This is an optimization exercise on Yosys and OpenROAD, whose aim is small area, a short achievable clock period and few clock cycles per item, not a production implementation.
The RTL was checked by simulation tests, not by an equivalence proof against the original design.

==> flow/design.v (excerpt) <==
module unsignedDiv #(parameter N = 32)
                    (input valid, CLK, RST,
                     input [N-1:0] divisor, dividend,
                     output reg ready,
                     output [N-1:0] quotient, remainder);
Settings: LEC_CHECK=0, CAP_MARGIN=20, CORE_MARGIN=2, CORE_UTILIZATION=60, SLEW_MARGIN=20; clock period 3.5 ns.
standard.sh (not shown) runs the stock make flow with config.mk's settings and CLKGATE_MAP_FILE= SYNTH_SCRIPT=/design/flow/synth_recipe.tcl, a recipe that flattens the netlist after the stock synthesis.
==> flow/flow/run.sh <==
#!/bin/bash
set -euo pipefail
export BUFFER_PORTS_ARGS="-buffer_cell sky130_fd_sc_hd__buf_1"
bash standard.sh finish > standard_flow.log 2>&1
The first run finished clean.
Testbench counts at the start, summed over its fixed seeds: cycles 19,213, items 2,400.
Change:
ABC_AREA = 1   (was not set)
CAP_MARGIN = 0   (was 20)
CORE_UTILIZATION = 70   (was 60)
SETUP_SLACK_MARGIN = 1.5   (was not set)
SLEW_MARGIN = 0   (was 20)
The new run failed in global routing (GRT-0116); area after synthesis rises by a few percent; synthesized cell count rises by a quarter to a third.
Change:
SETUP_SLACK_MARGIN = not set   (was 1.5)
Now the flow finished clean; synthesized cell count does not change; synthesized area does not change.

## onyx
Another version of the RTL of unsignedDiv (not shown whole).
For scale: roughly 1100 cells after synthesis, about 110 flip-flops, about 130 I/O pins, ~8900 um^2 of cells after synthesis.
Settings: LEC_CHECK=0, CAP_MARGIN=20, CORE_MARGIN=2, CORE_UTILIZATION=40, SETUP_SLACK_MARGIN=1.5, SLEW_MARGIN=20; clock period 3.5 ns.
run.sh (not shown) runs the stock make flow with config.mk's settings and CLKGATE_MAP_FILE= SYNTH_SCRIPT=/design/flow/synth_recipe.tcl, a recipe that flattens the netlist after the stock synthesis.
Stock flow here: none of the scripts above is used.
onyx: PASS, flow complete, no timing, DRC or antenna violations
Testbench counts of onyx, summed over its fixed seeds: cycles 19,213, items 2,400.
The following lists how indigo was set up differently from onyx:
-- flow/config.mk --
<<< onyx, line 10
export CORE_UTILIZATION = 40
export SETUP_SLACK_MARGIN = 1.5
export SLEW_MARGIN = 20
>>> indigo, line 10
export CORE_UTILIZATION = 40
export SETUP_SLACK_MARGIN = 0.8
export SLEW_MARGIN = 20
Notes after the runs:
Taking onyx as the reference point, the total routing usage reported by global routing of indigo falls by 2.3 points. Reported for indigo and onyx, floorplan core area turned out identical to the last digit. Compared with onyx, in indigo final weighted congestion of routability-driven global placement went up 4.0%, layout buffer count excluding clock buffers went down 47, final worst-path setup slack went up 0.035 ns.
Input changes introduced in willow (baseline for comparison: indigo):
-- flow/config.mk --
<<< indigo, line 10
export CORE_UTILIZATION = 40
export SETUP_SLACK_MARGIN = 0.8
export SLEW_MARGIN = 20
>>> willow, line 10
export CORE_UTILIZATION = 40
export SLEW_MARGIN = 20
==> comparison <==
Multi-input logic portion of the cell area essentially unchanged between willow and indigo. Going from indigo to willow, net total in the final layout shrank by a few percent. Note that the length of routed met3 wiring recorded for indigo amounts to 0.819 times the value seen in willow. Reported for indigo and willow, final antenna-violating net count turned out identical to the last digit. Diff indigo -> willow | clock buffer and inverter area fraction after layout | increase of 0.28 points. willow vs indigo on sequential share of layout area: willow is the higher one. [compare] base=indigo new=willow: global-route usage went down, worst setup timing slack at the placement stage -0.068 ns, met3 demand-to-capacity share in global routing picked up an extra 1.5 points. Post-route clock period utilization delta for willow relative to indigo: 8.0 points higher.

run A:
Another version of the RTL of unsignedDiv (not shown whole).
Size in the first run: ~110 flip-flops, roughly 130 I/O pins, roughly 8700 um^2 of cells after synthesis.
==> flow/config.mk <==
export PLATFORM = sky130hd
export DESIGN_NAME = unsignedDiv
export DESIGN_NICKNAME = unsignedDiv
export VERILOG_FILES = /design/flow/design.v
export SDC_FILE = /design/flow/constraint.sdc
export NUM_CORES = 4
export LEC_CHECK = 0
export ABC_AREA = 1
export CAP_MARGIN = 0
export CORE_MARGIN = 2
export CORE_UTILIZATION = 60
export SETUP_SLACK_MARGIN = 0.8
export SLEW_MARGIN = 0
==> flow/constraint.sdc <==
create_clock -name core_clock -period 3.5 [get_ports {CLK}]
set_input_delay 0.7000 -clock core_clock [delete_from_list [all_inputs] [get_ports {CLK}]]
set_output_delay 0.7000 -clock core_clock [all_outputs]
set_load 0.01 [all_outputs]
standard.sh (not shown) runs the stock make flow with config.mk's settings and CLKGATE_MAP_FILE= SYNTH_SCRIPT=/design/flow/synth_recipe.tcl, a recipe that flattens the netlist after the stock synthesis.
Scripts as last shown in full above: flow/flow/run.sh
Testbench counts of run A, summed over its fixed seeds: cycles 19,213, items 2,400.
The following lists how run B was set up differently from run A:
Settings: SETUP_SLACK_MARGIN now 0.55, was 0.8; CORE_UTILIZATION now 70, was 60.
### Flow results
- Required time of the critical path: run B vs run A up 0.03 ns
- Looking at register-to-register slack, run B sits below run A.
- Detailed-route vias per instance: run B vs run A up 3.1%
- Relative to run A, the post-CTS setup repair buffer count of run B is lower by 1.
- The highest signal layer in the routed design comes out met5 in one run and met4 in the other, namely in run A and run B respectively.
- The routing usage on met1 number comes out lower for run A vs run B.
Here is what was changed in the inputs of run C compared with run B.
Settings: a change of CORE_UTILIZATION from 70 to 65; a change of SETUP_SLACK_MARGIN from 0.55 to 1.1.
--- outcome ---
- Cmp run B and run C / critical path depth / lower: run C
- Max logic depth of the worst register-to-register path across run B and run C: run B
- On total detailed-routing wirelength, run B beats run C.
- Taking run B as the reference point, the worst slew margin relative to its limit of run C falls by 8.6 points.
- Run C ended up with a lower met1 track demand over resource in global routing than run B did.
- Between run B and run C, sequential portion of the cell area decreased.
Here is what was changed in the inputs of run D compared with run C.
Settings: CORE_UTILIZATION now 70, was 65; SETUP_SLACK_MARGIN now 0.8, was 1.1.
Notes after the runs:
Of the two candidates, run C has the worse routed wire length and run D the better one. Run D against run C: non-clock buffer count now sits lower, core utilization went down 2.4 points. Run D: no failed stages, no open violations at the end. Run C ran to completion and came out clean on the timing, DRC and antenna checks. When run D is measured against run C, its via count turns out about 5% lower. Re total CTS buffers: no difference whatsoever between run D and run C. Of run D and run C, the higher area of the core belongs to run C.
What run E does differently from run D at the input level:
Settings: swapping 70 for 65 in CORE_UTILIZATION.
## What came out
Per the comparison of run E with run D, critical path data arrival time down 0.22 ns, multi-input logic area went up by 1.4%.
Comparing wire length of the first global-routing pass for run E and run D, the smaller number came from run E.
Run E reports a lower cell area after placement than run D does.
On run E: number of cells upsized or downsized after cts is 7 higher than what run D gave.
Between run E and run D, final instance count without filler cells is lower for run D, run E comes in above that.
[compare] base=run D new=run E: worst slack at placement shows no meaningful change, final critical-path required period fell 0.077 ns.

-- static timing again, ports no longer ideal --
The results above use ideal ports. As a check the final layouts listed here were re-extracted and re-timed, cells and wires unchanged.
Step 1: set_driving_cell puts a clkbuf_16 on CLK and a buf_2 on each other input, an assumption about the parent block.
Step 2 adds t to the input delays and takes it off the output delays; t is the mean of the earliest and latest rising clock arrival at the registers after step 1. Input paths then give back, and output paths get back, about the clock's delay inside the block.
a / b / c = no drivers / after step 1 / after step 2; a / b = the first two.
run | t, ns | setup slack, ns | worst hold slack (ns) | clock arrival spread, ns
the first run of note 1 | 0.407 | 0.270 / 0.270 / 0.041 | 0.383 / 0.359 / 0.525 | 0.012 / 0.013
the third run of note 1 | 0.408 | 0.586 / 0.586 / 0.586 | 0.447 / 0.419 / 0.504 | 0.012 / 0.012
onyx | 0.415 | 0.368 / 0.380 / -0.035 | 0.529 / 0.529 / 0.529 | 0.011 / 0.011
indigo | 0.417 | 0.403 / 0.414 / -0.004 | 0.532 / 0.532 / 0.532 | 0.010 / 0.011
willow | 0.409 | 0.122 / 0.151 / -0.258 | 0.518 / 0.518 / 0.518 | 0.009 / 0.008
run A | 0.408 | 0.735 / 0.735 / 0.676 | 0.507 / 0.507 / 0.507 | 0.017 / 0.018
run B | 0.402 | 0.631 / 0.631 / 0.631 | 0.401 / 0.379 / 0.519 | 0.010 / 0.010
run C | 0.409 | 0.795 / 0.795 / 0.646 | 0.475 / 0.452 / 0.517 | 0.011 / 0.012
run D | 0.410 | 0.746 / 0.746 / 0.550 | 0.350 / 0.329 / 0.509 | 0.014 / 0.014
run E | 0.411 | 0.823 / 0.823 / 0.685 | 0.504 / 0.504 / 0.504 | 0.011 / 0.012
With both steps, setup timing fails in onyx, indigo and willow, where it was met with ideal ports. For indigo, which loses most, drivers alone change the setup slack by +0.011 ns; drivers and shift together by -0.407 ns.
